What follows belongs to an exercise in optimizing a design on an open flow for small area, a short achievable clock period and few clock cycles per item; a production flow would make more cautious choices. The RTL was checked by simulation tests, not by an equivalence proof against the original design. Power is estimated from default activity; no workload was simulated.

==> design/flow/design.v <==
module sc_ram #(
    parameter ADDR_WIDTH=8, 
    parameter DATA_WIDTH=16
)
(
    input logic clk,
    input logic rst,
    input logic wea,
    output logic wready,
    input logic [ADDR_WIDTH-1:0] addra,
    input logic [DATA_WIDTH-1:0] dia,
    input logic [ADDR_WIDTH-1:0] addrb,
    output logic [DATA_WIDTH-1:0] dob_ring,    
    output logic                  dob_fwd,     
    output logic [DATA_WIDTH-1:0] dob_buf      
);
localparam LW = 4;                     
localparam HW = ADDR_WIDTH - LW;       
localparam NP = 2**LW;                 
localparam NR = 2**HW;                 
logic [DATA_WIDTH-1:0] ring [NR-1:0][NP-1:0];
logic [LW-1:0] phase;
logic [LW-1:0] tag [NP-1:0];
logic                  wb_valid;
logic [ADDR_WIDTH-1:0] wb_addr;
logic [LW-1:0]         wb_place;       
logic [DATA_WIDTH-1:0] wb_data;
logic                  wb_commit;      
assign wb_commit = wb_valid && (wb_place == NP-1);
always_ff @(posedge clk or posedge rst) begin
    if (rst) begin
        phase <= '0;
        for (int p = 0; p < NP; p++)
            tag[p] <= p[LW-1:0];
        wb_valid <= 1'b0;
        wready <= 1'b1;
    end else begin
        phase <= phase + 1'b1;
        for (int p = 1; p < NP; p++)
            tag[p] <= tag[p-1];
        tag[0] <= tag[NP-1];
        if (wea && wready) begin
            wb_valid <= 1'b1;
            wready <= 1'b0;
        end else if (wb_commit) begin
            wb_valid <= 1'b0;
            wready <= 1'b1;
        end
    end
end
always_ff @(posedge clk) begin
    if (wea && wready) begin
        wb_addr  <= addra;
        wb_place <= addra[LW-1:0] + phase + 1'b1;
        wb_data  <= dia;
    end else begin
        wb_place <= wb_place + 1'b1;
    end
end
always_ff @(posedge clk) begin
    for (int r = 0; r < NR; r++) begin
        for (int p = 1; p < NP; p++)
            ring[r][p] <= ring[r][p-1];
        ring[r][0] <= (wb_commit && wb_addr[ADDR_WIDTH-1:LW] == r[HW-1:0]) ? wb_data : ring[r][NP-1];
    end
end
logic [NP-1:0] rd_place;
logic          rd_fwd;
always_comb begin
    for (int p = 0; p < NP; p++)
        rd_place[p] = addrb[LW-1:0] == tag[p];
end
assign rd_fwd = wb_valid && (wb_addr == addrb);
logic [DATA_WIDTH-1:0] by_place [NP-1:0];
logic [DATA_WIDTH-1:0] rd_word;
logic [DATA_WIDTH-1:0] t1 [NP-1:0][7:0];
logic [DATA_WIDTH-1:0] t2 [NP-1:0][3:0];
logic [DATA_WIDTH-1:0] t3 [NP-1:0][1:0];
logic [HW-1:0] hi;
assign hi = addrb[ADDR_WIDTH-1:LW];
always_comb begin
    for (int p = 0; p < NP; p++) begin
        for (int k = 0; k < 8; k++) t1[p][k] = hi[0] ? ring[2*k+1][p] : ring[2*k][p];
        for (int k = 0; k < 4; k++) t2[p][k] = hi[1] ? t1[p][2*k+1] : t1[p][2*k];
        for (int k = 0; k < 2; k++) t3[p][k] = hi[2] ? t2[p][2*k+1] : t2[p][2*k];
        by_place[p] = hi[3] ? t3[p][1] : t3[p][0];
    end
end
genvar gb, gp;
generate
    for (gb = 0; gb < DATA_WIDTH; gb++) begin : g_out
        logic [NP-1:0] col;
        for (gp = 0; gp < NP; gp++) begin : g_place
            assign col[gp] = by_place[gp][gb];
        end
        sel_or16 u_sel (.sel(rd_place), .d(col), .y(rd_word[gb]));
    end
endgenerate
assign dob_ring = rd_word;
assign dob_fwd = rd_fwd;
assign dob_buf = wb_data;
endmodule  
module sel_or16 (
    input  logic [15:0] sel,
    input  logic [15:0] d,
    output logic        y
);
assign y = |(sel & d);
endmodule  
module li_ram #(
    parameter ADDR_WIDTH=8,
    parameter DATA_WIDTH=16
)
(
    input clk,
    input rst,
    input logic [ADDR_WIDTH-1:0] rd_req_addr_in,
    input logic                      rd_req_valid_in,
    output logic                     rd_req_ready_out,
    output logic [DATA_WIDTH-1:0] rd_resp_data_out,
    output logic                      rd_resp_valid_out,
    input logic                       rd_resp_ready_in,
    input logic [ADDR_WIDTH-1:0]  wr_addr_in,
    input logic [DATA_WIDTH-1:0]  wr_data_in,
    input logic                       wr_valid_in,
    output logic                      wr_ready_out
);
logic [DATA_WIDTH-1:0] rd_ring;   
logic                  rd_fwd;    
logic [DATA_WIDTH-1:0] rd_buf;    
logic rd_acc;
assign rd_acc = rd_req_valid_in && rd_req_ready_out;
sc_ram #(
    .ADDR_WIDTH(ADDR_WIDTH),
    .DATA_WIDTH(DATA_WIDTH)
) li_ram_storage (
    .clk(clk),
    .rst(rst),
    .wea(wr_valid_in),
    .wready(wr_ready_out),
    .addra(wr_addr_in),
    .dia(wr_data_in),
    .addrb(rd_req_addr_in),
    .dob_ring(rd_ring),
    .dob_fwd(rd_fwd),
    .dob_buf(rd_buf)
);
logic [DATA_WIDTH-1:0] skid_data;
logic                  skid_valid;
logic                  out_free;
assign out_free = !rd_resp_valid_out || rd_resp_ready_in;
always_ff @(posedge clk or posedge rst) begin
    if (rst) begin
        rd_resp_valid_out <= 1'b0;
        skid_valid <= 1'b0;
        rd_req_ready_out <= 1'b1;
    end else begin
        if (out_free) begin
            rd_resp_valid_out <= skid_valid || rd_acc;
            skid_valid <= 1'b0;
            rd_req_ready_out <= 1'b1;
        end else if (rd_acc) begin
            skid_valid <= 1'b1;
            rd_req_ready_out <= 1'b0;
        end
    end
end
logic [DATA_WIDTH-1:0] alt_data;
logic                  use_alt;
logic [DATA_WIDTH-1:0] new_data;
assign alt_data = skid_valid ? skid_data : rd_buf;
assign use_alt  = skid_valid || rd_fwd;
assign new_data = use_alt ? alt_data : rd_ring;
always_ff @(posedge clk) begin
    if (out_free)
        rd_resp_data_out <= new_data;
    if (!out_free && !skid_valid)
        skid_data <= new_data;
end
endmodule  
==> design/flow/run.sh <==
#!/bin/bash
# synth_recipe.tcl (not shown) runs the flow's synth.tcl, then flattens the netlist and writes it again
# the make line also repeats each setting of config.mk as NAME=value (left out here)
make -C /OpenROAD-flow-scripts/flow DESIGN_CONFIG=/design/flow/config.mk WORK_HOME=/design/flow/orfs CLKGATE_MAP_FILE= SYNTH_SCRIPT=/design/flow/synth_recipe.tcl finish
==> design/flow/config.mk <==
export PLATFORM = sky130hd
export DESIGN_NAME = li_ram
export DESIGN_NICKNAME = li_ram
export VERILOG_FILES = /design/flow/design.v
export SDC_FILE = /design/flow/constraint.sdc
export NUM_CORES = 4
export LEC_CHECK = 0
export CAP_MARGIN = 20
export CORE_MARGIN = 2
export CORE_UTILIZATION = 30
export CTS_CLUSTER_DIAMETER = 80
export CTS_CLUSTER_SIZE = 30
export SETUP_SLACK_MARGIN = 1.2
export SLEW_MARGIN = 20
export SYNTH_HIERARCHICAL = 1
export SYNTH_MINIMUM_KEEP_SIZE = 0
==> design/flow/constraint.sdc <==
create_clock -name core_clock -period 3.7 [get_ports {clk}]
set_input_delay 0.7400 -clock core_clock [delete_from_list [all_inputs] [get_ports {clk}]]
set_output_delay 0.7400 -clock core_clock [all_outputs]
set_load 0.01 [all_outputs]
==> results of run 1 <==
## area by class of cell
cell class | instances | area share
sequential | 4229 | 0.602
antenna | 6 | 0.000106
clock buffer | 207 | 0.0318
inverter | 9 | 0.000237
tap | 5405 | 0.0475
timing repair buffer | 778 | 0.0672
multi-input combinational | 2523 | 0.249
clock inverter | 23 | 0.00232
## report_power, final
part,internal [uW],total [uW],switching (uW)
logic,1840,4030,2180
registers,46400,47000,582
clock network,9070,22900,13800
total,57300,73900,16600
## state kept, by name, indices dropped and copies added, names as in the netlist
signal                   cells
li_ram_storage.tag          64
rd_resp_data_out            16
rd_resp_valid_out            1
li_ram_storage.wb_data      16
skid_data                   16
li_ram_storage.wready        1
skid_valid                   1
li_ram_storage.phase         4
li_ram_storage.wb_place      4
li_ram_storage.wb_addr       8
rd_req_ready_out             1
li_ram_storage.wb_valid      1
li_ram_storage.ring       4096
## modules after synthesis (local to each module, per instance), a selection
module / copies in the design / cell area, sq um / flops+latches
li_ram: 1 / 1430 / 35
sel_or16: 16 / 101 / 0
## cell families (layout without fill, tap and decap cells)
logic type	after synthesis	count (layout)	synth area share
other	0	6	0
AO/OA/AOI/OAI	663	663	0.0436
adder cells (fa/ha/maj)	6	6	0.000679
XOR/XNOR	78	78	0.00562
buffers and inverters	405	1017	0.0151
multiplexers	1338	1338	0.214
flip-flops	4229	4229	0.705
AND/OR/NAND/NOR	438	438	0.0163
## synthesized netlist by cell type, drive strengths merged (64+ instances only)
cell and count:
a221oi 64, a22o 64, a22oi 364, buf 230, clkbuf 166, dfxtp 4100
mux2 256, mux2i 98, mux4 984, nand2 249, nor2 91, o22ai 148
xor2 72
## how the worst min path moves through the flow
stage | startpoint | endpoint | slack, ns
finish | li_ram_storage.ring[233][14] | li_ram_storage.ring[232][14] | 0.31
global route | li_ram_storage.ring[233][14] | li_ram_storage.ring[232][14] | 0.32
CTS | li_ram_storage.ring[233][14] | li_ram_storage.ring[232][14] | 0.33
detailed placement | li_ram_storage.ring[70][6] | li_ram_storage.ring[69][6] | 0.33
global placement | li_ram_storage.ring[198][10] | li_ram_storage.ring[197][10] | 0.33
floorplan | li_ram_storage.ring[101][14] | li_ram_storage.ring[100][14] | 0.33
## stage by stage
step,cells,TNS (ns)
finish,13200,0
global route,13200,0
CTS,13000,0
detailed placement,12700,-4.29
global placement,12700,-5.15
floorplan,7157,0
## per-layer routing
layer / GRT usage / vias to the layer above / routed length [microns]
li1: - / 27400 / -
met1: 0.220 / 33100 / 149000
met2: 0.260 / 2197 / 158000
met3: 0.0349 / 543 / 25400
met4: 0.0548 / 4 / 12900
met5: 0.00555 / - / 335
## what timing repair did
action,in CTS,in global routing
endpoints found under the hold margin,2,0
buffers inserted,100,125
pin swaps,30,53
setup endpoints to repair,140,94
cloned,19,20
gates resized for setup,219,219
hold buffers,1,0
==> flow_summary.json, run 1 <==
{
  "cts_made_buffers": 172,
  "netlist_area_sq_um": 122000,
  "cpLargestDelayFamily": "flip-flops",
  "path_cells": "buf_2",
  "wl_per_cell_microns": 26.2,
  "r2r-end": "skid_data[12]",
  "path_buf_inv": 1,
  "worst_path_depth": 1,
  "avgViaCountPerCell": 4.80,
  "synth_largest_area_cell": "sky130_fd_sc_hd__dfxtp_1",
  "die_area_sq_um": 410000,
  "postSynth.asyncResetShare": 0.0173,
  "register_area_sq_um": 85600,
  "drv.max_cap_violation_count": 0,
  "synth-edff-count": 56,
  "initial_utilization": 0.301,
  "critical_path_required_ns": 2.96,
  "clk-insertion-delay-late_ns": 0.91,
  "irDropWorstVdd_mv": 0.416,
  "mappedNetlistNets": 7200,
  "max_freq_mhz": 370,
  "grt.overflow.total": 0,
  "placed_area_sq_um": 133000,
  "timing.final.hold_violations": 0,
  "synth_warn": 14,
  "finalSetupViolations": 0,
  "layout_overhead_on_the_synthesized_area_pct": 17.1,
  "r2r_slack_ns": 1.15,
  "outcome": "finished clean",
  "final-max-slew-violation-count": 0,
  "slowest_delay_ns": 0.78,
  "maximum_number_of_pins_on_one_net_before_global_route_repair": 58,
  "critical_path.slowest_cell": "sky130_fd_sc_hd__edfxtp_1",
  "rsz0062_at_grt": "true",
  "timing.critical_path.fanout_max": 1,
  "postLayoutSetupSlackWorst_ns": 0.995,
  "critPathLaunchType": "flop",
  "path_clk_slew_ns": 0.11,
  "criticalPathCategory": "flop to output port",
  "route.final.wire_length_microns": 346000,
  "fin_worst_hold_slack_ns": 0.314,
  "multi_input_comb_area_sq_um": 35400,
  "grt_util_all_layers": 0.164,
  "htreeDepth": 4,
  "place.gp.congestion": 0.842,
  "layout_common_cells": "sky130_fd_sc_hd__dfxtp_1 (4100), sky130_fd_sc_hd__mux4_2 (984), sky130_fd_sc_hd__buf_4 (440)",
  "cts_buffer_depth": 4,
  "synth.distinct_cells": 50,
  "chipWidth_microns": 641,
  "finalNetCount": 7756,
  "grt_pass1_wl_microns": 491000,
  "final_common_cell": "sky130_fd_sc_hd__dfxtp_1",
  "synth_flop_cell": "sky130_fd_sc_hd__dfxtp_1",
  "portbufs": 55,
  "ys_top_cells_by_area": "sky130_fd_sc_hd__dfxtp_1 (68%), sky130_fd_sc_hd__mux4_2 (18%), sky130_fd_sc_hd__mux2_2 (2.3%)",
  "startpoint": "rd_resp_data_out[6]",
  "tightestPinTransition_ns": 0.889,
  "hpwlAfterDp_microns": 226000,
  "timing.clock.skew_ns": 0.0543,
  "fin_crit_ns": 2.70,
  "synth_largest_type_area_fraction": 0.675,
  "hold-path-cell-count": 0,
  "number_of_global_route_vias_before_repair": 66700,
  "detail_route.drc_violations": 0,
  "antenna_found_initial": 21,
  "cell_at_the_root_of_the_clock_tree": "sky130_fd_sc_hd__clkbuf_16",
  "detailroute.via_count": 63300,
  "synthesis.instances": 7157,
  "drt_iter0_markers": 6131,
  "timing.final.crit_share": 0.731,
  "timing.hold.worst.class": "flop to flop",
  "core-area_sq_um": 403000,
  "worstSetupEndpointType": "output port",
  "drt_first_pass_iters": 6,
  "cellPowerDensity_nw_per_um2": 519,
  "final_layout_size_suffix_gt1_frac": 0.321,
  "syn_avg_cell_area_sq_um": 17.0,
  "p_leak_uw": 0.0537,
  "post-route-cell-area_sq_um": 142000,
  "setup.worst_path.end": "rd_resp_data_out[6]",
  "worst-endpoint-arrival_ns": 1.96,
  "die_height_microns": 641,
  "io-pin-count": 56,
  "seq_area_frac_synth": 0.705,
  "worst-r2r-cell-count": 9,
  "ys_seq_elements": 4229,
  "design_power_total_uw": 73900,
  "clock_tree_from_tritoncts": "done",
  "tritoncts_num_sinks": 4229,
  "dpl_worst_slack_ns": -0.277,
  "nFillCells": 37600,
  "slew_headroom": 0.406,
  "final_antenna_net_count": 0,
  "regToRegStartpoint": "li_ram_storage.tag[12][2]",
  "postLayoutCoreUtil": 0.353,
  "row_count": 233
}
Testbench counts, summed over its fixed seeds: cycles 24,008, reads 20,000.
==> run 2: changes to the inputs <==
--- a/design/flow/config.mk
+++ b/design/flow/config.mk
@@ -12,3 +12,3 @@
 export CTS_CLUSTER_SIZE = 30
-export SETUP_SLACK_MARGIN = 1.2
+export SETUP_SLACK_MARGIN = 1.8
 export SLEW_MARGIN = 20
==> flow_summary.json, run 2 <==
{
  "grt_pass1_wl_microns": 503000,
  "netlist_area_sq_um": 122000,
  "tightestPinTransition_ns": 1.24,
  "final-max-slew-violation-count": 0,
  "r2r_slack_ns": 1.01,
  "final_antenna_net_count": 0,
  "timing.critical_path.fanout_max": 1,
  "post_synth_xor_xnor_area": 0.00562,
  "grt.overflow.total": 0,
  "clk-insertion-delay-late_ns": 0.92,
  "io-pin-count": 56,
  "yosys-mux-area-fraction": 0.214,
  "mappedNetlistNets": 7200,
  "finalNetCount": 7878,
  "synth_top_family_by_area": "multiplexers",
  "sw_frac_of_total": 0.226,
  "timing.final.crit_share": 0.775,
  "synthSimpleGateAreaFrac": 0.0163,
  "hpwlAfterDp_microns": 233000,
  "drt_first_pass_iters": 6,
  "worst-endpoint-arrival_ns": 2.13,
  "drt_iter0_markers": 6453,
  "timing.final.hold_violations": 0,
  "synthMostInstantiatedCell": "sky130_fd_sc_hd__dfxtp_1",
  "critPathLaunchType": "flop",
  "criticalPathCategory": "flop to output port",
  "synth_largest_area_cell": "sky130_fd_sc_hd__dfxtp_1",
  "synth.distinct_cells": 50,
  "critical_path_required_ns": 2.96,
  "path_cells": "buf_2",
  "synth_top_cells_by_count": "sky130_fd_sc_hd__dfxtp_1 (4100), sky130_fd_sc_hd__mux4_2 (984), sky130_fd_sc_hd__a22oi_1 (364), sky130_fd_sc_hd__nand2_1 (248), sky130_fd_sc_hd__mux2_2 (246)",
  "max_freq_mhz": 349,
  "path_clk_slew_ns": 0.11,
  "final_layout_size_suffix_gt1_frac": 0.342,
  "comb_power_share": 0.057,
  "fin_crit_ns": 2.87,
  "share_clk_of_total_power": 0.311,
  "tritoncts_num_sinks": 4229,
  "regToRegStartpoint": "li_ram_storage.tag[7][2]",
  "synth_warn": 14,
  "slew_headroom": 0.176,
  "clock_tree_from_tritoncts": "done",
  "rsz0062_at_grt": "true",
  "syn_avg_cell_area_sq_um": 17.0,
  "path_buf_inv": 1,
  "cts_made_buffers": 175,
  "irDropWorstVdd_mv": 0.377,
  "internal-power_uw": 57600,
  "final-instance-count-excl-fill": 13300,
  "antenna_found_initial": 19,
  "chipWidth_microns": 641,
  "postSynth.asyncResetShare": 0.0173,
  "seq_area_frac_synth": 0.705,
  "largest-register": "li_ram_storage.ring",
  "timing.clock.skew_ns": 0.0759,
  "cell_at_the_root_of_the_clock_tree": "sky130_fd_sc_hd__clkbuf_16",
  "postLayoutSetupSlackWorst_ns": 0.832,
  "largest_registers": "li_ram_storage.ring (4096), li_ram_storage.tag (64)",
  "route.final.wire_length_microns": 358000,
  "row_count": 233,
  "portbufs": 55,
  "core-area_sq_um": 403000,
  "slowest_delay_ns": 0.91,
  "final_common_cell": "sky130_fd_sc_hd__dfxtp_1",
  "power_frac_seq": 0.632,
  "layout_common_cells": "sky130_fd_sc_hd__dfxtp_1 (4097), sky130_fd_sc_hd__mux4_2 (984), sky130_fd_sc_hd__buf_4 (451)",
  "synthAdderAreaFrac": 0.000679,
  "cpLargestDelayFamily": "flip-flops",
  "maximum_number_of_pins_on_one_net_before_global_route_repair": 56,
  "number_of_global_route_vias_before_repair": 68000,
  "synth_compound_area_frac": 0.0436,
  "post-place-cells": 12700,
  "synthesis.instances": 7157,
  "detailroute.via_count": 64500,
  "die_height_microns": 641,
  "synth_flop_cell": "sky130_fd_sc_hd__dfxtp_1",
  "r2r-end": "skid_data[11]",
  "initial_utilization": 0.301,
  "dpl_worst_slack_ns": -0.518,
  "drv.max_cap_violation_count": 0,
  "cts_buffer_depth": 4,
  "grt_util_all_layers": 0.169,
  "avgViaCountPerCell": 4.85,
  "layout_overhead_on_the_synthesized_area_pct": 19.8,
  "critical_path.slowest_cell": "sky130_fd_sc_hd__edfxtp_1",
  "ys_top_cells_by_area": "sky130_fd_sc_hd__dfxtp_1 (68%), sky130_fd_sc_hd__mux4_2 (18%), sky130_fd_sc_hd__mux2_2 (2.3%)",
  "finalSetupViolations": 0,
  "place.gp.congestion": 0.863,
  "outcome": "finished clean",
  "worstSetupEndpointType": "output port",
  "multi_input_comb_area_sq_um": 36500,
  "post_cts_hold_buffer_count": 0,
  "wl_per_cell_microns": 26.9,
  "register_area_sq_um": 85600,
  "cellPowerDensity_nw_per_um2": 511,
  "worst-r2r-cell-count": 10,
  "p_leak_uw": 0.0550,
  "max_ffs_per_register": 4096,
  "htreeDepth": 4,
  "timing.hold.worst.class": "input port to asynchronous set/reset pin",
  "synth-edff-count": 56,
  "ys_seq_elements": 4229,
  "nFillCells": 37300,
  "die_area_sq_um": 410000,
  "synth_largest_type_area_fraction": 0.675,
  "switching_power_uw": 16800,
  "fin_worst_hold_slack_ns": 0.169,
  "detail_route.drc_violations": 0
}
-- run 2: cell count changes in the layout (fill, tap and decap cells not counted), moves of 29 or more --
cell and change:
sky130_fd_sc_hd__mux2_4 +192, sky130_fd_sc_hd__mux2_2 -182, sky130_fd_sc_hd__nand2_2 +29, sky130_fd_sc_hd__nand2_1 -29, sky130_fd_sc_hd__buf_16 +29, sky130_fd_sc_hd__buf_6 +51
-- run 2: kinds of logic after synthesis --
logic type | Yosys count
DFF | 4229
muxes | 1338
AOI/OAI and AO/OA | 663
and+or+nand+nor | 438
buffers and inverters | 405
xor gates and xnor gates | 78
adders and majority gates | 6
-- run 2: what timing repair did --
item / in CTS / in global routing
resized for setup: 570 / 238
cloned: 45 / 15
endpoints found under the setup margin: 307 / 309
buffers inserted: 185 / 85
pin swaps: 99 / 58
-- run 2: modules after synthesis (local to each module, per instance), a selection --
module / times used / flops+latches / cells
sel_or16: 16 / 0 / 9
li_ram: 1 / 35 / 96
-- run 2: through the flow --
stage	TNS (ns)	utilization	instance area [sq um]	total power, uW
after floorplan	0	-	123000	49700
after global placement	-33.92	0.329	133000	51500
after detailed placement	-9.87	0.330	133000	51500
after CTS	0	0.356	143000	74500
after global routing	0	0.361	146000	76500
final	0	0.361	146000	74400
-- run 2: cell type report --
class	count	share of cell area
Sequential cell	4229	0.588
Multi-Input combinational cell	2523	0.250
Timing Repair Buffer	897	0.0804
Tap cell	5405	0.0464
Clock buffer	208	0.0319
Clock inverter	28	0.00242
Inverter	9	0.000258
Antenna cell	4	0.0000687
-- run 2: how the worst max path moves through the flow --
stage | start | end | slack [ns] | depth (start not counted)
floorplan | rd_req_addr_in[4] | rd_resp_data_out[4] | 0.79 | 12
global placement | rd_req_addr_in[1] | rd_resp_data_out[14] | -1.15 | 10
detailed placement | rd_req_addr_in[1] | skid_data[11] | -0.52 | 12
CTS | rd_resp_data_out[9] | rd_resp_data_out[9] | 0.80 | 1
global route | rd_resp_data_out[9] | rd_resp_data_out[9] | 0.87 | 1
finish | rd_resp_data_out[9] | rd_resp_data_out[9] | 0.83 | 1
-- run 2: power by group through the flow --
| stage | Sequential [uW] | Clock (uW) | Combinational [uW] |
|---|---|---|---|
| 2_1_floorplan | 47700 | 0 | 1980 |
| 3_3_place_gp | 48000 | 0 | 3450 |
| 3_5_place_dp | 48000 | 0 | 3500 |
| 4_1_cts | 47000 | 23500 | 4050 |
| 5_1_grt | 47100 | 25000 | 4380 |
| 6_report | 47000 | 23100 | 4250 |
-- run 2: layer usage --
layer,vias to the layer above,routed length [microns],global-route usage
met1,33800,154000,0.230
met4,16,14200,0.0575
met3,586,27200,0.0324
li1,27700,-,-
met5,-,296,0
met2,2459,163000,0.268
==> run 3: changes to the inputs <==
--- a/design/flow/config.mk
+++ b/design/flow/config.mk
@@ -9,6 +9,7 @@
 export CORE_MARGIN = 2
-export CORE_UTILIZATION = 30
+export CORE_UTILIZATION = 45
 export CTS_CLUSTER_DIAMETER = 80
 export CTS_CLUSTER_SIZE = 30
-export SETUP_SLACK_MARGIN = 1.8
+export PLACE_DENSITY = 0.7
+export SETUP_SLACK_MARGIN = 1.5
 export SLEW_MARGIN = 20
==> flow_summary.json, run 3 <==
{
  "fin_setup_tns_ns": 0,
  "drt_first_pass_iters": 6,
  "path_clk_slew_ns": 0.11,
  "tritoncts_num_sinks": 4229,
  "final_layout_size_suffix_gt1_frac": 0.318,
  "outcome": "finished clean",
  "row_count": 190,
  "synth-edff-count": 56,
  "finalNetCount": 7605,
  "worst-endpoint-arrival_ns": 3.37,
  "mappedNetlistNets": 7200,
  "final-max-slew-violation-count": 0,
  "synthMostInstantiatedCell": "sky130_fd_sc_hd__dfxtp_1",
  "ys_seq_elements": 4229,
  "seq_area_frac_synth": 0.705,
  "grt_pass1_wl_microns": 470000,
  "rsz0062_at_grt": "true",
  "cpLargestDelayFamily": "compound AO/OA/AOI/OAI gates",
  "synth_flop_cell": "sky130_fd_sc_hd__dfxtp_1",
  "layout_overhead_on_the_synthesized_area_pct": 14.6,
  "die_area_sq_um": 274000,
  "detailroute.via_count": 63200,
  "grt_util_all_layers": 0.236,
  "drt_iter0_markers": 6615,
  "timing.clock.skew_ns": 0.0552,
  "criticalPathCategory": "input port to flop",
  "chipWidth_microns": 524,
  "worstSetupEndpointType": "flop",
  "io-pin-count": 56,
  "slowest_delay_ns": 0.51,
  "synth_largest_type_area_fraction": 0.675,
  "ys_top_cells_by_area": "sky130_fd_sc_hd__dfxtp_1 (68%), sky130_fd_sc_hd__mux4_2 (18%), sky130_fd_sc_hd__mux2_2 (2.3%)",
  "core-area_sq_um": 268000,
  "netlist_area_sq_um": 122000,
  "syn_avg_cell_area_sq_um": 17.0,
  "clk-insertion-delay-late_ns": 0.91,
  "die_height_microns": 524,
  "initial_utilization": 0.453,
  "critical_path_required_ns": 4.35,
  "layout_common_cells": "sky130_fd_sc_hd__dfxtp_1 (4098), sky130_fd_sc_hd__mux4_2 (984), sky130_fd_sc_hd__buf_4 (291)",
  "postLayoutCoreUtil": 0.519,
  "drv.max_cap_violation_count": 0,
  "final-instance-count-excl-fill": 11200,
  "path_cells": "buf_16, buf_16, buf_8, buf_16, buf_12, mux4_2, a22oi_2, nand2_1, a22o_1, a221oi_2, nand4_1, mux2i_1, o21ai_1",
  "synth_largest_area_cell": "sky130_fd_sc_hd__dfxtp_1",
  "timing.final.hold_violations": 0,
  "cell_at_the_root_of_the_clock_tree": "sky130_fd_sc_hd__clkbuf_16",
  "critPathLaunchType": "input port",
  "largest-register": "li_ram_storage.ring",
  "portbufs": 55,
  "synth.distinct_cells": 50,
  "p_leak_uw": 0.0530,
  "avgViaCountPerCell": 5.66,
  "path_buf_inv": 5,
  "synth_top_cells_by_count": "sky130_fd_sc_hd__dfxtp_1 (4100), sky130_fd_sc_hd__mux4_2 (984), sky130_fd_sc_hd__a22oi_1 (364), sky130_fd_sc_hd__nand2_1 (248), sky130_fd_sc_hd__mux2_2 (246)",
  "synthesis.instances": 7157,
  "final_antenna_net_count": 0,
  "number_of_global_route_vias_before_repair": 66600,
  "detail_route.drc_violations": 0,
  "grt.overflow.total": 0,
  "nFillCells": 21100,
  "maximum_number_of_pins_on_one_net_before_global_route_repair": 73,
  "synth_warn": 14,
  "max_freq_mhz": 367,
  "route.final.wire_length_microns": 326000,
  "htreeDepth": 4,
  "place.gp.congestion": 0.909,
  "postSynth.asyncResetShare": 0.0173,
  "timing.final.crit_share": 0.736,
  "fin_crit_ns": 2.72,
  "multi_input_comb_area_sq_um": 35800,
  "wl_per_cell_microns": 29.2,
  "post-place-cells": 10700,
  "slew_headroom": 0.263,
  "clock_tree_from_tritoncts": "done",
  "max_ffs_per_register": 4096,
  "crit_path_frequent_cell": "sky130_fd_sc_hd__buf_16",
  "cts_buffer_depth": 3,
  "finalSetupViolations": 0,
  "tightestPinTransition_ns": 1.11,
  "final_common_cell": "sky130_fd_sc_hd__dfxtp_1",
  "register_area_sq_um": 85600,
  "largest_registers": "li_ram_storage.ring (4096), li_ram_storage.tag (64)",
  "timing.hold.worst.class": "input port to asynchronous set/reset pin",
  "antenna_found_initial": 11,
  "timing.critical_path.fanout_max": 7,
  "cellPowerDensity_nw_per_um2": 525,
  "hpwlAfterDp_microns": 213000,
  "irDropWorstVdd_mv": 0.597,
  "critical_path.slowest_cell": "sky130_fd_sc_hd__mux4_2",
  "cts_made_buffers": 162
}
## run 3: per-stage QoR
step                      cell area, sq um  power (uW)  hold WS (ns)  setup slack, ns
after floorplan                     123000       49700         0.326            0.789
after global placement              129000       51300         0.327           -0.346
after detailed placement            130000       51300         0.331           -0.235
after CTS                           138000       73100        0.0433             1.06
after global routing                139000       75000        0.0801            0.952
final                               139000       73100        0.0969            0.977
## run 3: logic make-up after synthesis
group / Yosys count / synth area share
adders and majority gates: 6 / 0.000679
AOI/OAI and AO/OA: 663 / 0.0436
and+or+nand+nor: 438 / 0.0163
DFF: 4229 / 0.705
xor gates and xnor gates: 78 / 0.00562
muxes: 1338 / 0.214
buffers and inverters: 405 / 0.0151
## run 3: path summary, 6_finish.rpt
path | from | end | slack (ns) | cells after the start
max | rd_req_addr_in[4] | rd_resp_data_out[10] | 0.98 | 13
min | rst | rd_resp_valid_out | 0.1 | 2
max reg2reg | li_ram_storage.ring[200][3] | rd_resp_data_out[3] | 1.22 | 8
min reg2reg | li_ram_storage.ring[199][14] | li_ram_storage.ring[198][14] | 0.32 | 0
max in group asynchronous | rst | li_ram_storage.tag[9][0] | 2.60 | 3
min in group core_clock | li_ram_storage.ring[199][14] | li_ram_storage.ring[198][14] | 0.32 | 0
## run 3: worst reg2reg max path, cell delays in order, from the launching register on
cell                       delay (ns)
sky130_fd_sc_hd__dfxtp_1         0.33
sky130_fd_sc_hd__mux4_2          0.46
sky130_fd_sc_hd__a22oi_1         0.35
sky130_fd_sc_hd__nand2_1         0.20
sky130_fd_sc_hd__a22o_1          0.26
sky130_fd_sc_hd__a221oi_2        0.19
sky130_fd_sc_hd__nand4_1         0.14
sky130_fd_sc_hd__mux2i_1         0.18
sky130_fd_sc_hd__o21ai_1         0.12
## run 3: repair_timing
action,in CTS,in global routing
gates resized for setup,478,106
gates cloned,36,7
setup buffers,115,47
pin swaps,111,51
endpoints found under the setup margin,293,210
hold buffers,0,0
## run 3: cell type report
class,count,area share
repair buffers,637,0.0621
multi-input cells,2523,0.257
flip-flops and latches,4229,0.615
well taps,3552,0.0319
diodes,8,0.000144
inverters,9,0.000270
clock inverters,25,0.00314
clock buffers,197,0.0306
## run 3: per-module statistics from Yosys, one instance, submodules excluded, excerpt
module    flip-flops and latches  cells inside
li_ram                        35            96
sel_or16                       0             9
## run 3: where the power goes
group	internal, uW	total [uW]	switching [uW]	leakage [uW]
sequential	46400	47000	577	0.0345
clock	8610	22200	13600	0.00227
combinational	1790	3930	2130	0.0163
## run 3: layer usage
layer  GRT usage  up-vias  routed length, microns  part of all wire
met5     0.00433        -                     168           0.00051
met2       0.372     2675                  150000              0.46
met1       0.323    32900                  136000              0.42
met4      0.0844        6                   13000             0.040
li1            -    27100                       -                 -
met3      0.0504      572                   27400             0.084
==> run 4: changes to the inputs <==
--- a/design/flow/config.mk
+++ b/design/flow/config.mk
@@ -9,6 +9,5 @@
 export CORE_MARGIN = 2
-export CORE_UTILIZATION = 45
+export CORE_UTILIZATION = 35
 export CTS_CLUSTER_DIAMETER = 80
-export CTS_CLUSTER_SIZE = 30
-export PLACE_DENSITY = 0.7
+export CTS_CLUSTER_SIZE = 25
 export SETUP_SLACK_MARGIN = 1.5
==> flow_summary.json, run 4 <==
{
  "outcome": "finished clean",
  "clk-insertion-delay-late_ns": 0.92,
  "postSynth.asyncResetShare": 0.0173,
  "avgViaCountPerCell": 5.10,
  "final_layout_size_suffix_gt1_frac": 0.311,
  "core-area_sq_um": 346000,
  "timing.clock.skew_ns": 0.0313,
  "tightestPinTransition_ns": 0.871,
  "max_freq_mhz": 372,
  "final_common_cell": "sky130_fd_sc_hd__dfxtp_1",
  "max_ffs_per_register": 4096,
  "cell_at_the_root_of_the_clock_tree": "sky130_fd_sc_hd__clkbuf_16",
  "grt_util_all_layers": 0.190,
  "seq_area_frac_synth": 0.705,
  "synth_largest_type_area_fraction": 0.675,
  "worst-endpoint-arrival_ns": 3.32,
  "detail_route.drc_violations": 0,
  "route.final.wire_length_microns": 340000,
  "number_of_global_route_vias_before_repair": 66500,
  "final-max-slew-violation-count": 0,
  "regToRegStartpoint": "li_ram_storage.tag[5][2]",
  "grt_pass1_wl_microns": 485000,
  "post-place-cells": 11800,
  "grt.overflow.total": 0,
  "detailroute.via_count": 62500,
  "clock_tree_from_tritoncts": "done",
  "synth.distinct_cells": 50,
  "wl_per_cell_microns": 27.7,
  "row_count": 216,
  "worstSetupEndpointType": "flop",
  "placed_area_sq_um": 131000,
  "layout_common_cells": "sky130_fd_sc_hd__dfxtp_1 (4098), sky130_fd_sc_hd__mux4_2 (984), sky130_fd_sc_hd__buf_4 (374)",
  "irDropWorstVdd_mv": 0.437,
  "initial_utilization": 0.351,
  "syn_avg_cell_area_sq_um": 17.0,
  "postLayoutCoreUtil": 0.407,
  "drt_iter0_markers": 5070,
  "finalSetupViolations": 0,
  "chipWidth_microns": 593,
  "ys_seq_elements": 4229,
  "synth-edff-count": 56,
  "dpl_worst_slack_ns": -0.293,
  "mappedNetlistNets": 7200,
  "synth_warn": 14,
  "netlist_area_sq_um": 122000,
  "largest_registers": "li_ram_storage.ring (4096), li_ram_storage.tag (64)",
  "post-route-cell-area_sq_um": 141000,
  "place.gp.congestion": 0.887,
  "largest-register": "li_ram_storage.ring",
  "synthMostInstantiatedCell": "sky130_fd_sc_hd__dfxtp_1",
  "critical_path_required_ns": 4.33,
  "hpwlAfterDp_microns": 225000,
  "path_clk_slew_ns": 0.09,
  "final-instance-count-excl-fill": 12300,
  "synth_flop_cell": "sky130_fd_sc_hd__dfxtp_1",
  "cts_made_buffers": 197,
  "cts_buffer_depth": 4,
  "p_leak_uw": 0.0533,
  "drv.max_cap_violation_count": 0,
  "tritoncts_num_sinks": 4229,
  "synthesis.instances": 7157,
  "timing.hold.worst.class": "input port to asynchronous set/reset pin",
  "htreeDepth": 4,
  "startpoint": "rd_req_addr_in[4]",
  "nFillCells": 30900,
  "drt_first_pass_iters": 5,
  "postLayoutSetupSlackWorst_ns": 1.01,
  "timing.final.hold_violations": 0,
  "fin_crit_ns": 2.69,
  "ys_top_cells_by_area": "sky130_fd_sc_hd__dfxtp_1 (68%), sky130_fd_sc_hd__mux4_2 (18%), sky130_fd_sc_hd__mux2_2 (2.3%)",
  "slew_headroom": 0.419,
  "critPathLaunchType": "input port",
  "synth_largest_area_cell": "sky130_fd_sc_hd__dfxtp_1",
  "die_height_microns": 593,
  "cellPowerDensity_nw_per_um2": 531,
  "io-pin-count": 56,
  "final_antenna_net_count": 0,
  "maximum_number_of_pins_on_one_net_before_global_route_repair": 71,
  "timing.final.crit_share": 0.726,
  "die_area_sq_um": 352000,
  "synth_top_cells_by_count": "sky130_fd_sc_hd__dfxtp_1 (4100), sky130_fd_sc_hd__mux4_2 (984), sky130_fd_sc_hd__a22oi_1 (364), sky130_fd_sc_hd__nand2_1 (248), sky130_fd_sc_hd__mux2_2 (246)",
  "timing.critical_path.fanout_max": 7,
  "portbufs": 55,
  "finalNetCount": 7686,
  "layout_overhead_on_the_synthesized_area_pct": 15.7,
  "antenna_found_initial": 16,
  "criticalPathCategory": "input port to flop",
  "rsz0062_at_grt": "true"
}
[run 4: cell counts after synthesis]
Identical to the previous run, type by type.
[run 4: final cells by class]
class / count / area, sq um / share of cell area
sequential: 4229 / 85600 / 0.609
multi-input combinational: 2523 / 35400 / 0.252
timing repair buffer: 683 / 8570 / 0.0609
tap: 4578 / 5730 / 0.0407
clock buffer: 234 / 5140 / 0.0366
clock inverter: 12 / 155 / 0.00110
inverter: 9 / 37.5 / 0.000267
antenna: 2 / 5.00 / 0.0000356
[run 4: metal layers]
metal  part of all wire  global-route usage  vias to the layer above  wire length (microns)
met3              0.065              0.0320                      490                  22200
met5           0.000038                   0                        -                     13
met1               0.44               0.261                    32800                 149000
met4              0.035              0.0639                        2                  11900
li1                   -                   -                    27300                      -
met2               0.46               0.304                     1978                 157000
[run 4: kinds of logic after synthesis]
logic type | share of synthesized area
xor gates and xnor gates | 0.00562
DFF | 0.705
adders and majority gates | 0.000679
AOI/OAI and AO/OA | 0.0436
and+or+nand+nor | 0.0163
buffers and inverters | 0.0151
muxes | 0.214
[run 4: stage by stage]
stage               hold slack, ns  total power, uW  setup TNS, ns
floorplan                    0.326            49700              0
CTS                         0.0169            75000              0
global placement             0.329            51400          -9.80
global route                0.0781            77000              0
detailed placement           0.331            51400          -3.31
finish                      0.0868            74700              0
[run 4: where the power goes]
| group | total, uW | internal (uW) | leakage, uW | switching, uW |
|---|---|---|---|---|
| combinational | 3880 | 1750 | 0.0163 | 2130 |
| sequential | 47000 | 46400 | 0.0344 | 577 |
| clock | 23900 | 9980 | 0.00259 | 13900 |
| total | 74700 | 58100 | 0.0533 | 16600 |
[run 4: worst paths after layout]
kind                       cells past startpoint                           to  slack, ns
setup / recovery                              14         rd_resp_data_out[15]       1.01
hold / removal                                 2                   skid_valid       0.09
setup reg to reg                              10         rd_resp_data_out[15]       1.16
hold reg to reg                                0  li_ram_storage.ring[133][4]       0.33
max in group asynchronous                      3     li_ram_storage.tag[5][2]       3.00
min in group core_clock                        0  li_ram_storage.ring[133][4]       0.33
[run 4: timing repair]
item	CTS	global route
gates resized for setup	338	82
setup endpoints to repair	269	106
setup buffers	102	64
pin swaps	71	41
gates cloned	21	7
hold buffers	0	0
[run 4: worst max-delay path: stages]
cell	delay, ns
sky130_fd_sc_hd__buf_16	0.12
sky130_fd_sc_hd__buf_12	0.16
sky130_fd_sc_hd__buf_12	0.11
sky130_fd_sc_hd__buf_16	0.14
sky130_fd_sc_hd__buf_4	0.17
sky130_fd_sc_hd__buf_12	0.15
sky130_fd_sc_hd__mux4_2	0.49
sky130_fd_sc_hd__o22ai_1	0.18
sky130_fd_sc_hd__nor2_1	0.06
sky130_fd_sc_hd__a22o_1	0.21
sky130_fd_sc_hd__a221oi_4	0.25
sky130_fd_sc_hd__nand4_1	0.18
sky130_fd_sc_hd__mux2i_1	0.18
sky130_fd_sc_hd__o21ai_1	0.12
[run 4: modules after synthesis, one instance, submodules excluded, excerpt]
| module | cell area [sq um] | times used | cells inside |
|---|---|---|---|
| li_ram | 1430 | 1 | 96 |
| sel_or16 | 101 | 16 | 9 |
==> run 5: changes to the inputs <==
--- a/design/flow/design.v
+++ b/design/flow/design.v
@@ -75,16 +75,16 @@
 logic [DATA_WIDTH-1:0] rd_word;
-logic [DATA_WIDTH-1:0] t1 [NP-1:0][7:0];
-logic [DATA_WIDTH-1:0] t2 [NP-1:0][3:0];
-logic [DATA_WIDTH-1:0] t3 [NP-1:0][1:0];
 logic [HW-1:0] hi;
 assign hi = addrb[ADDR_WIDTH-1:LW];
-always_comb begin
-    for (int p = 0; p < NP; p++) begin
-        for (int k = 0; k < 8; k++) t1[p][k] = hi[0] ? ring[2*k+1][p] : ring[2*k][p];
-        for (int k = 0; k < 4; k++) t2[p][k] = hi[1] ? t1[p][2*k+1] : t1[p][2*k];
-        for (int k = 0; k < 2; k++) t3[p][k] = hi[2] ? t2[p][2*k+1] : t2[p][2*k];
-        by_place[p] = hi[3] ? t3[p][1] : t3[p][0];
+genvar gb, gp, gr;
+generate
+    for (gp = 0; gp < NP; gp++) begin : g_l1
+        for (gb = 0; gb < DATA_WIDTH; gb++) begin : g_bit
+            logic [NR-1:0] col;
+            for (gr = 0; gr < NR; gr++) begin : g_ring
+                assign col[gr] = ring[gr][gp][gb];
+            end
+            mux16 u_mux (.s(hi), .d(col), .y(by_place[gp][gb]));
+        end
     end
-end
-genvar gb, gp;
+endgenerate
 generate
@@ -108,2 +108,9 @@
 assign y = |(sel & d);
+endmodule  
+module mux16 (
+    input  logic [3:0]  s,
+    input  logic [15:0] d,
+    output logic        y
+);
+assign y = d[s];
 endmodule  
--- a/design/flow/config.mk
+++ b/design/flow/config.mk
@@ -9,5 +9,5 @@
 export CORE_MARGIN = 2
-export CORE_UTILIZATION = 35
+export CORE_UTILIZATION = 30
 export CTS_CLUSTER_DIAMETER = 80
-export CTS_CLUSTER_SIZE = 25
+export CTS_CLUSTER_SIZE = 30
 export SETUP_SLACK_MARGIN = 1.5
==> flow_summary.json, run 5 <==
{
  "synth.distinct_cells": 44,
  "die_height_microns": 654,
  "detail_route.drc_violations": 0,
  "row_count": 238,
  "syn_avg_cell_area_sq_um": 19.0,
  "p_leak_uw": 0.0606,
  "io-pin-count": 56,
  "postSynth.asyncResetShare": 0.0173,
  "fin_crit_ns": 2.80,
  "number_of_global_route_vias_before_repair": 63800,
  "detailroute.via_count": 60100,
  "largest_registers": "li_ram_storage.ring (4096), li_ram_storage.tag (64)",
  "drt_iter0_markers": 3978,
  "drt_first_pass_iters": 5,
  "drv.max_cap_violation_count": 0,
  "postLayoutSetupSlackWorst_ns": 0.903,
  "netlist_area_sq_um": 127000,
  "holdCritStartpoint": "li_ram_storage.ring[19][1]",
  "synth_largest_area_cell": "sky130_fd_sc_hd__dfxtp_1",
  "finalNetCount": 7505,
  "m1WireLength_microns": 139000,
  "layout_common_cells": "sky130_fd_sc_hd__dfxtp_1 (4100), sky130_fd_sc_hd__mux4_1 (812), sky130_fd_sc_hd__mux2i_1 (657)",
  "detailroute.wirelength.met2_microns": 141000,
  "hpwlAfterDp_microns": 194000,
  "largest-register": "li_ram_storage.ring",
  "startpoint": "rd_req_addr_in[4]",
  "worstSetupEndpointType": "flop",
  "tightestPinTransition_ns": 0.951,
  "timing.critical_path.fanout_max": 7,
  "synthMostInstantiatedCell": "sky130_fd_sc_hd__dfxtp_1",
  "criticalPathCategory": "input port to flop",
  "max_ffs_per_register": 4096,
  "outcome": "finished clean",
  "mappedNetlistNets": 6722,
  "ys_top_cells_by_area": "sky130_fd_sc_hd__dfxtp_1 (65%), sky130_fd_sc_hd__mux4_1 (21%), sky130_fd_sc_hd__mux2i_1 (6.2%)",
  "portbufs": 55,
  "die_area_sq_um": 428000,
  "max_freq_mhz": 358,
  "cell_at_the_root_of_the_clock_tree": "sky130_fd_sc_hd__clkbuf_16",
  "timing.final.crit_share": 0.756,
  "timing.hold.worst.class": "flop to flop",
  "clk-insertion-delay-late_ns": 0.91,
  "wl_per_cell_microns": 23.1,
  "cts_buffer_depth": 4,
  "maximum_number_of_pins_on_one_net_before_global_route_repair": 54,
  "regToRegStartpoint": "li_ram_storage.tag[10][1]",
  "critPathLaunchType": "input port",
  "core-area_sq_um": 420000,
  "final_antenna_net_count": 0,
  "avgViaCountPerCell": 4.56,
  "final_common_cell": "sky130_fd_sc_hd__dfxtp_1",
  "antenna_found_initial": 21,
  "grt_pass1_wl_microns": 440000,
  "detail_route_met3_wl_microns": 15700,
  "dpl_worst_slack_ns": -0.591,
  "nFillCells": 39300,
  "slew_headroom": 0.366,
  "synth_largest_type_area_fraction": 0.647,
  "rsz0062_at_grt": "true",
  "chipWidth_microns": 654,
  "grt_util_all_layers": 0.137,
  "routed.top_layer": "met5",
  "final-max-slew-violation-count": 0,
  "worst-endpoint-arrival_ns": 3.42,
  "layout_overhead_on_the_synthesized_area_pct": 16.2,
  "ys_seq_elements": 4229,
  "synthesis.instances": 6679,
  "synth_top_cells_by_count": "sky130_fd_sc_hd__dfxtp_1 (4100), sky130_fd_sc_hd__mux4_1 (1024), sky130_fd_sc_hd__mux2i_1 (786), sky130_fd_sc_hd__mux2_2 (253), sky130_fd_sc_hd__xor2_1 (67)",
  "post_cts_hold_buffer_count": 0,
  "timing.clock.skew_ns": 0.0526,
  "htreeDepth": 4,
  "synth-edff-count": 56,
  "cts_made_buffers": 172,
  "irDropWorstVdd_mv": 0.380,
  "postLayoutCoreUtil": 0.350,
  "synth_flop_cell": "sky130_fd_sc_hd__dfxtp_1",
  "critical_path_required_ns": 4.32,
  "timing.final.hold_violations": 0,
  "tritoncts_num_sinks": 4229,
  "grt.overflow.total": 0,
  "design_power_total_uw": 73200,
  "cellPowerDensity_nw_per_um2": 497,
  "final_layout_size_suffix_gt1_frac": 0.210,
  "clock_tree_from_tritoncts": "done",
  "seq_area_frac_synth": 0.675,
  "synth_warn": 13,
  "route.final.wire_length_microns": 304000,
  "initial_utilization": 0.301,
  "path_clk_slew_ns": 0.11,
  "finalSetupViolations": 0,
  "place.gp.congestion": 0.796
}
## run 5: cell count changes after synthesis, moves of 148 or more
cell                      before   now
sky130_fd_sc_hd__nand2_1     248    26
sky130_fd_sc_hd__o22ai_1     148     0
sky130_fd_sc_hd__a22oi_1     364     0
sky130_fd_sc_hd__buf_2       159     7
sky130_fd_sc_hd__mux2i_1      98   786
sky130_fd_sc_hd__mux4_2      984     0
sky130_fd_sc_hd__mux4_1        0  1024
## run 5: path summary, 6_finish.rpt
check	to	slack [ns]	depth (start not counted)
worst max-delay path	skid_data[0]	0.90	14
worst min-delay path	li_ram_storage.ring[18][1]	0.31	0
worst max register to register	rd_resp_data_out[6]	1.05	8
worst min register to register	li_ram_storage.ring[18][1]	0.31	0
max in group asynchronous	li_ram_storage.wready	2.34	3
min in group asynchronous	rd_resp_valid_out	0.40	2
## run 5: logic make-up (layout without fill, tap and decap cells)
family / Yosys count / after routing / synth area share
flip-flops: 4229 / 4229 / 0.675
multiplexers: 2066 / 2066 / 0.297
AO/OA/AOI/OAI: 151 / 151 / 0.0130
AND/OR/NAND/NOR: 92 / 92 / 0.00540
XOR/XNOR: 78 / 78 / 0.00539
buffers and inverters: 57 / 902 / 0.00301
adder cells (fa/ha/maj): 6 / 6 / 0.000651
other: 0 / 13 / 0
## run 5: through the flow
stage               setup TNS [ns]  cells  hold slack [ns]  instance area (sq um)
finish                           0  13200            0.305                 147000
detailed placement           -5.17  12700            0.327                 139000
global placement             -4.59  12700            0.326                 139000
floorplan                        0   6679            0.323                 127000
CTS                              0  13100            0.308                 146000
global route                     0  13200            0.319                 147000
## run 5: Yosys stat by module, one instance, submodules excluded, excerpt
module	flops+latches	cells	cell area, sq um	times used
sel_or16	0	9	101	16
li_ram	35	96	1430	1
mux16	0	7	135	256
## run 5: power by group
| group | leakage [uW] | switching, uW | internal (uW) | total [uW] |
|---|---|---|---|---|
| Clock | 0.00239 | 13700 | 9160 | 22800 |
| Combinational | 0.0237 | 1680 | 1770 | 3450 |
| Sequential | 0.0345 | 508 | 46400 | 46900 |
## run 5: repair_timing
| action | 4_1_cts | 5_1_grt |
|---|---|---|
| setup endpoints to repair | 291 | 124 |
| pin swaps | 38 | 51 |
| gates cloned | 31 | 15 |
| buffers inserted | 110 | 74 |
| gates resized for setup | 454 | 207 |
## run 5: layout make-up
type	instances	area [sq um]	area share
Clock buffer	214	4620	0.0314
Inverter	9	37.5	0.000255
Antenna cell	13	32.5	0.000221
Multi-Input combinational cell	2393	41000	0.278
Clock inverter	22	278	0.00189
Sequential cell	4229	85600	0.581
Tap cell	5640	7060	0.0479
Timing Repair Buffer	657	8680	0.0589
## run 5: critical path, stage by stage
cell                       delay (ns)
sky130_fd_sc_hd__buf_16          0.16
sky130_fd_sc_hd__buf_12          0.13
sky130_fd_sc_hd__buf_16          0.13
sky130_fd_sc_hd__buf_12          0.14
sky130_fd_sc_hd__buf_12          0.15
sky130_fd_sc_hd__buf_12          0.14
sky130_fd_sc_hd__mux4_2          0.50
sky130_fd_sc_hd__mux2i_1         0.17
sky130_fd_sc_hd__mux2i_1         0.17
sky130_fd_sc_hd__a22o_1          0.23
sky130_fd_sc_hd__a221oi_2        0.21
sky130_fd_sc_hd__nand4_1         0.15
sky130_fd_sc_hd__mux2i_2         0.23
sky130_fd_sc_hd__o21ai_1         0.10
## run 5: routing by layer
| metal | up-vias | GRT usage |
|---|---|---|
| met5 | - | 0 |
| met4 | 4 | 0.0403 |
| met3 | 385 | 0.0265 |
| met2 | 1240 | 0.223 |
| met1 | 31000 | 0.186 |
| li1 | 27500 | - |
Testbench counts of run 5, summed over its fixed seeds: cycles 24,008, reads 20,000.

==> separate check: timing with driven ports <==
In the flow no input, the clock included, has a driving cell. The finished layouts below were timed again as built, in two steps.
Step 1 sets driving cells, clkbuf_16 on the clock port and buf_2 on the other inputs (assumed; they add their load-dependent delay and slew).
Step 2 also shifts input and output timing later by t, the mid clock arrival at the registers, as if the neighbouring blocks saw the same clock.
Slacks: no drivers / after step 1 / after step 2; pairs: no drivers / after step 1.
run | t (ns) | setup WS [ns] | worst setup path after step 2
run 1 | 0.978 | 0.995 / 0.851 / -0.128 | input to register
run 2 | 0.984 | 0.832 / 0.614 / -0.371 | input to register
run 3 | 0.980 | 0.977 / 0.812 / -0.169 | input to register
run 4 | 1.000 | 1.014 / 0.898 / -0.102 | input to register
run 5 | 0.964 | 0.903 / 0.757 / -0.206 | input to register
With both steps, setup timing fails in every run listed, where it was met with ideal ports. The setup slack of run 2, which loses most, moves by -0.218 ns with the drivers and by -1.203 ns with both steps.
